From an optimization exercise on the open Yosys and OpenROAD flow, aimed at small area; shortcuts taken in it are not production practice.
In this exercise RTL edits were held to simulation tests only and were not proved equivalent to the original.

==> inputs of 11-28 <==
## alu
module alu(input read,write,dig1,dig2,dig3,dig4,rst,clk,rev,exec,sign, output o1,o2,o3,o4, output [0:6] bcd);
localparam RESET=3'd0;
localparam IDLE=3'd1;
localparam ADDRESS=3'd2;
localparam DISPLAY=3'd3;
localparam WRITE=3'd4;
localparam EXECUTE=3'd5;
localparam [4:0] SY_BL=5'd16;  
localparam [4:0] SY_MI=5'd17;  
localparam [4:0] SY_L =5'd18;  
localparam [4:0] SY_O =5'd19;  
localparam [4:0] SY_U =5'd20;  
localparam [4:0] SY_EQ=5'd21;  
localparam [4:0] SY_P =5'd22;  
localparam [4:0] SY_N =5'd23;  
function [6:0] seg;  
	input [4:0] c;
	case (c)
		5'd0:seg=7'b0000001;
		5'd1:seg=7'b1001111;
		5'd2:seg=7'b0010010;
		5'd3:seg=7'b0000110;
		5'd4:seg=7'b1001100;
		5'd5:seg=7'b0100100;
		5'd6:seg=7'b0100000;
		5'd7:seg=7'b0001111;
		5'd8:seg=7'b0000000;
		5'd9:seg=7'b0001100;
		5'd10:seg=7'b0001000;
		5'd11:seg=7'b1100000;
		5'd12:seg=7'b0110001;
		5'd13:seg=7'b1000010;
		5'd14:seg=7'b0110000;
		5'd15:seg=7'b0111000;
  ...
export LEC_CHECK = 0
export ABC_AREA = 1
export CAP_MARGIN = 20
export CORE_MARGIN = 2
export CORE_UTILIZATION = 45
export SLEW_MARGIN = 20
create_clock -name core_clock -period 10.0 [get_ports {clk}]
standard.sh (not shown) runs the stock make flow with config.mk's settings and CLKGATE_MAP_FILE= SYNTH_SCRIPT=/design/flow/synth_recipe.tcl, a recipe that flattens the netlist after the stock synthesis.
==> flow/flow/run.sh <==
#!/bin/bash
# The standard layout (standard.sh) with two changes:
# - synthesis maps logic with an area-only ABC script (flow/abc_area.script, no buffering
#   or upsizing), through a copy of the ORFS scripts folder that differs only in that file;
# - ports are buffered with buf_1;
# - the clock tree is built from clkbuf_4/clkbuf_8 in sink clusters of 15, without dummy loads.
# Each tool's output goes to the ORFS logs under orfs/logs; make's output to standard.log.
set -euo pipefail
here=$(pwd)
rm -rf "$here/scripts_local"
cp -r "$FLOW_HOME/scripts" "$here/scripts_local"
cp "$here/flow/abc_area.script" "$here/scripts_local/abc_area.script"
export SCRIPTS_DIR="$here/scripts_local"
export BUFFER_PORTS_ARGS="-buffer_cell sky130_fd_sc_hd__buf_1"
export CTS_ARGS="-sink_clustering_enable -repair_clock_nets -dont_use_dummy_load -buf_list {sky130_fd_sc_hd__clkbuf_4 sky130_fd_sc_hd__clkbuf_8} -sink_clustering_size 15 -sink_clustering_max_diameter 50"
bash standard.sh > standard.log 2>&1
==> flow/flow/abc_area.script <==
strash
&get -n
&st
&dch
&nf -R 1000
&put
topo
stime -c
==> inputs of 12-11, as changes to 11-28 <==
--- a/flow/design.v
+++ b/flow/design.v
@@ -40,20 +40,12 @@
 		5'd21:seg=7'b1110110;
 		5'd22:seg=7'b0011000;
 		5'd23:seg=7'b1101010;
 		default:seg=7'b1111111;
 	endcase
 endfunction
-localparam [4:0] DEB0=5'b00001;
-localparam [4:0] DEB30=5'b10000;
-function [4:0] deb_next;
-	input [4:0] d;
-	deb_next = (d==DEB30) ? 5'd0 : {d[3:0], d[4]^d[2]};
-endfunction
-localparam [3:0] MC0=4'b0001;
-localparam [3:0] MC9=4'b1011;
 function [4:0] op_sym;  
 	input [1:0] d;
 	case (d)
 		2'd0:op_sym=5'd10;  
 		2'd1:op_sym=5'd5;   
 		2'd2:op_sym=SY_P;   
@@ -69,13 +61,12 @@
 reg add2_q;
 reg [4:0] b1_q, b2_q, b3_q, b4_q;
 reg [3:0] mc_q;
 reg [4:0] deb1_q, deb2_q, deb3_q, deb4_q;
 reg [15:0] tr_q;  
 reg sign_1_q, sign_2_q;
-reg dclr_q;
 reg [2:0] state;
 reg mul_en, address_read;
 reg [2:0] loc;
 reg [4:0] address;
 reg [1:0] di1;
 reg [3:0] di2, di4, add1;
@@ -84,20 +75,20 @@
 reg [4:0] b1, b2, b3, b4;
 reg [3:0] mc;
 reg [4:0] deb1, deb2, deb3, deb4;
 reg m1, m2, m3, m4;
 reg [15:0] tr;
 reg sign_1, sign_2;
-reg dclr;
 reg mem_we;
 reg [17:0] mem_wdata;
 reg [6:0] mag1, mag2;
 reg [575:0] ring;
 reg [4:0] ph;
 reg [17:0] pf;  
 reg pending;
+reg [4:0] wa;
 reg [7:0] t, neg_t, absr;
 reg m_sub, r7, ovf, unf;
 wire [15:0] mul_output;
 always @(*)
 begin
 	if (rst==1)
@@ -146,30 +137,31 @@
 	loc={1'b0,loc_q};
 	address=address_q;
 	di1=di1_q;di2=di2_q;di3=di3_q;di4=di4_q;di5=di5_q;add1=add1_q;add2=add2_q;
 	b1=b1_q;b2=b2_q;b3=b3_q;b4=b4_q;
 	mc=mc_q;
 	deb1=deb1_q;deb2=deb2_q;deb3=deb3_q;deb4=deb4_q;
-	m1=dig1 & deb1_q==DEB30;
-	m2=dig2 & deb2_q==DEB30;
-	m3=dig3 & deb3_q==DEB30;
-	m4=dig4 & deb4_q==DEB30;
+	m1=dig1 & deb1_q==5'd30;
+	m2=dig2 & deb2_q==5'd30;
+	m3=dig3 & deb3_q==5'd30;
+	m4=dig4 & deb4_q==5'd30;
 	tr=tr_q;
 	sign_1=sign_1_q;sign_2=sign_2_q;
 	mem_we=0;
 	mag1={di3_q,di2_q};
 	mag2={di5_q,di4_q};
 	mem_wdata={~sign_2_q & (mag2!=0), mag2, ~sign_1_q & (mag1!=0), mag1, di1_q};
 	case(state)
 		RESET:
 			begin
 				mul_en=0;address_read=0;
 				loc=0;
-				mc=MC0;tr=0;
-				deb1=DEB0;deb2=DEB0;deb3=DEB0;deb4=DEB0;
-				add1=0;add2=0;
+				address=0;
+				mc=0;tr=0;sign_1=1;sign_2=1;
+				deb1=0;deb2=0;deb3=0;deb4=0;
+				di1=0;di2=0;di3=0;di4=0;di5=0;add1=0;add2=0;
 				b4=5'd12;	 
 				b3=SY_L;	 
 				b2=5'd14;	 
 				b1=SY_N;	 
 			end
 		IDLE:
@@ -180,31 +172,31 @@
 				b3=5'd13;	 
 				b2=SY_L;	 
 				b1=5'd14;	 
 			end
 		ADDRESS:
 			begin
-				mc={mc_q[2:0],mc_q[3]^mc_q[2]};
-				if(mc_q==MC9)
+				mc=mc_q+1;
+				if(mc==4'd10)
 				begin
-					deb1=dig1 ? deb_next(deb1_q) : DEB0;
-					deb2=dig2 ? deb_next(deb2_q) : DEB0;
-					deb4=dig4 ? deb_next(deb4_q) : DEB0;
+					deb1=dig1 ? deb1_q+(deb1_q!=31) : 5'd0;
+					deb2=dig2 ? deb2_q+(deb2_q!=31) : 5'd0;
+					deb4=dig4 ? deb4_q+(deb4_q!=31) : 5'd0;
 					if(m4)
 					begin
 						address_read=1;
 						address={add2_q,add1_q};
 					end
 					else
 					begin
 						if(m1)
 							add1=rev ? add1_q-1 : add1_q+1;
 						if(m2)
 							add2=~add2_q;
 					end
-					mc=MC0;
+					mc=0;
 					b4=5'd10;	 
 					b3=5'd13;	 
 					b2={4'd0,add2};
 					b1={1'b0,add1};
 				end
 			end
@@ -242,19 +234,19 @@
 							b1=5'd0;
 						end
 				endcase
 			end
 		WRITE:
 			begin
-				mc={mc_q[2:0],mc_q[3]^mc_q[2]};
-				if(mc_q==MC9)
+				mc=mc_q+1;
+				if(mc==4'd10)
 				begin
-					deb1=dig1 ? deb_next(deb1_q) : DEB0;
-					deb2=dig2 ? deb_next(deb2_q) : DEB0;
-					deb3=dig3 ? deb_next(deb3_q) : DEB0;
-					deb4=dig4 ? deb_next(deb4_q) : DEB0;
+					deb1=dig1 ? deb1_q+(deb1_q!=31) : 5'd0;
+					deb2=dig2 ? deb2_q+(deb2_q!=31) : 5'd0;
+					deb3=dig3 ? deb3_q+(deb3_q!=31) : 5'd0;
+					deb4=dig4 ? deb4_q+(deb4_q!=31) : 5'd0;
 					if(loc==0)
 						loc=1;
 					if(m4)
 					begin
 						loc=loc+1;
 						if(loc>=4)
@@ -290,13 +282,13 @@
 							begin
 								sign_2=sign;
 								di5=rev ? di5_q-1 : di5_q+1;
 							end
 						end
 					end
-					mc=MC0;
+					mc=0;
 					if(loc==1)
 					begin
 						b4=SY_O;	 
 						b3=SY_P;	 
 						b2=SY_BL;
 						b1=op_sym(di1);
@@ -323,19 +315,19 @@
 						b1=SY_MI;
 					end
 				end
 			end
 		DISPLAY:
 			begin
-				mc={mc_q[2:0],mc_q[3]^mc_q[2]};
-				if(mc_q==MC9)
+				mc=mc_q+1;
+				if(mc==4'd10)
 				begin
-					deb1=dig1 ? deb_next(deb1_q) : DEB0;
-					deb2=dig2 ? deb_next(deb2_q) : DEB0;
-					deb3=dig3 ? deb_next(deb3_q) : DEB0;
-					deb4=dig4 ? deb_next(deb4_q) : DEB0;
+					deb1=dig1 ? deb1_q+(deb1_q!=31) : 5'd0;
+					deb2=dig2 ? deb2_q+(deb2_q!=31) : 5'd0;
+					deb3=dig3 ? deb3_q+(deb3_q!=31) : 5'd0;
+					deb4=dig4 ? deb4_q+(deb4_q!=31) : 5'd0;
 					if(m4)
 					begin
 						address_read=0;
 						loc=0;
 					end
 					else
@@ -344,13 +336,13 @@
 							loc=1;
 						if(m2)
 							loc=2;
 						if(m3)
 							loc=3;
 					end
-					mc=MC0;
+					mc=0;
 					tr=pf[17:2];
 					if(loc==1)
 					begin
 						b4=SY_O;
 						b3=SY_P;
 						b2=SY_BL;
@@ -378,34 +370,26 @@
 						b1=SY_P;	 
 					end
 				end
 			end
 		default: ;
 	endcase
-	dclr=(state==RESET) | dclr_q;
-	if(dclr_q & !pending)
-	begin
-		di1=0;di2=0;di3=0;di4=0;di5=0;
-		sign_1=1;sign_2=1;
-		dclr=(state==RESET);
-	end
 end
 always @(posedge clk)
 begin
 	mul_en_q<=mul_en;address_read_q<=address_read;
 	loc_q<=loc[1:0];
 	address_q<=address;
 	di1_q<=di1;di2_q<=di2;di3_q<=di3;di4_q<=di4;di5_q<=di5;add1_q<=add1;add2_q<=add2;
 	b1_q<=b1;b2_q<=b2;b3_q<=b3;b4_q<=b4;
 	mc_q<=mc;
 	deb1_q<=deb1;deb2_q<=deb2;deb3_q<=deb3;deb4_q<=deb4;
 	tr_q<=tr;
 	sign_1_q<=sign_1;sign_2_q<=sign_2;
-	dclr_q<=dclr;
 end
-wire commit = pending & (address_q == ph);
+wire commit = pending & (wa == ph);
 wire [4:0] sel_addr = {add2_q, add1_q};
 wire [1:0] tap = sel_addr[4:3] - ph[4:3];
 reg [17:0] tap_q;
 always @(*)
 begin
 	case (tap)
@@ -415,49 +399,53 @@
 		default: tap_q = ring[24*18 +: 18];
 	endcase
 end
 always @(posedge clk)
 begin
 	ph <= ph + 5'd1;
-	ring <= {commit ? mem_wdata : ring[17:0], ring[575:18]};
+	ring <= {commit ? pf : ring[17:0], ring[575:18]};
 	if (mem_we)
+	begin
+		pf <= mem_wdata;
+		wa <= address_q;
 		pending <= 1'b1;
-	else if (commit)
-		pending <= 1'b0;
-	if (sel_addr[2:0] == ph[2:0])
-		pf <= tap_q;
+	end
+	else
+	begin
+		if (commit)
+			pending <= 1'b0;
+		if (!pending & sel_addr[2:0] == ph[2:0])
+			pf <= tap_q;
+	end
 end
-reg [15:0] prod;
+reg [15:0] acc;
 reg [14:0] pm;
 reg [6:0] tb;
 reg prev, za;
-wire s_q = tr_q[7] ^ tr_q[15];
-wire flip = s_q ^ tr[7] ^ tr[15];
-wire do_sub = tb[0] & !prev;
-wire do_add = !tb[0] & prev & !za;
-wire psub = (do_sub & !s_q) | (do_add & s_q);
-wire [15:0] msum = (flip ? ~prod : prod) + ((flip | !(do_sub | do_add)) ? 16'd0 : ({1'b0,pm} ^ {16{psub}})) + {15'd0, flip | psub};
 always @(posedge clk)
 begin
 	if(mul_en_q)
 	begin
-		prod <= msum;
+		if(tb[0] & !prev)
+			acc <= acc - {1'b0,pm};
+		else if(!tb[0] & prev & !za)
+			acc <= acc + {1'b0,pm};
 		prev <= tb[0];
 		pm <= pm << 1;
 		tb <= tb >> 1;
 	end
 	else
 	begin
 		za <= tr_q[6:0] == 7'd0;
 		pm <= (tr_q[6:0] == 7'd0) ? 15'd256 : {8'd0,tr_q[6:0]};
 		tb <= tr_q[14:8];
 		prev <= 1'b0;
-		prod <= 16'd0;
+		acc <= 16'd0;
 	end
 end
-assign mul_output = prod;
+assign mul_output = (tr_q[7] ^ tr_q[15]) ? -acc : acc;
 reg [7:0] dcount;
 reg [4:0] bcd_code;
 wire [7:0] count = rst ? 8'd0 : dcount + 8'd1;
 always @(posedge clk)
 begin
 	dcount <= count;
==> flow/run.sh (new file) <==
#!/bin/bash
# synth_recipe.tcl (not shown) runs the flow's synth.tcl, then flattens the netlist and writes it again
# the make line also repeats each setting of config.mk as NAME=value (left out here)
make -C /OpenROAD-flow-scripts/flow DESIGN_CONFIG=/design/flow/config.mk WORK_HOME=/design/flow/orfs CLKGATE_MAP_FILE= SYNTH_SCRIPT=/design/flow/synth_recipe.tcl finish
Settings changed: ABC_AREA 1 to default.
removed: flow/flow/run.sh
removed: flow/flow/abc_area.script
removed: flow/standard.sh
==> flow_summary.ini <==
[outcome]
status = complete, no violations

[final_layout]
seq_cell_count = 754
drive_gt1_share_pct = 4.99
register_area_um2 = 16100

[timing]
period_share_pct = 84.1
holdWs_ns = 0.262
worst_pin_slew_ns = 1.08
slew_headroom_pct = 27.3

[pwr]
power_leakage_nw = 9.10
pg_comb_mw = 0.694

[clock_tree]
cts_buffers = 60
The numbers above come from 11-28.

==> flow_summary.ini <==
[pwr]
pg_comb_mw = 0.642
power_leakage_nw = 10.8

[final_layout]
seq_cell_count = 758
drive_gt1_share_pct = 11.2
register_area_um2 = 16400

[timing]
holdWs_ns = 0.313
worst_pin_slew_ns = 1.03
period_share_pct = 55.0

[placement]
portBuffers = 21

[outcome]
status = complete, no violations
The numbers above come from 12-11.

-- afterwards: timing with drivers on the ports --
In the flow no input, the clock included, has a driving cell. The finished layouts below were timed again as built, in two steps.
Step 1 sets driving cells, clkbuf_16 on the clock port and buf_2 on the other inputs (assumed; they add their load-dependent delay and slew).
Step 2 moves the port delays by t, midway between the first and last clock arrival at a register: inputs arrive t later, outputs are due t later. That takes back most of the time a late clock gives input paths.
Three values: no drivers, after step 1, after step 2; two values: the first two.
run	t (ns)	setup WS [ns]	latest minus earliest clock arrival (ns)
11-28	0.702	1.586 / 1.604 / 0.902	0.104 / 0.104
12-11	0.677	4.504 / 4.536 / 3.859	0.031 / 0.031
After both steps setup and hold are still met in every run listed. The setup slack of 11-28, which loses most, moves by +0.018 ns with the drivers and by -0.684 ns with both steps.
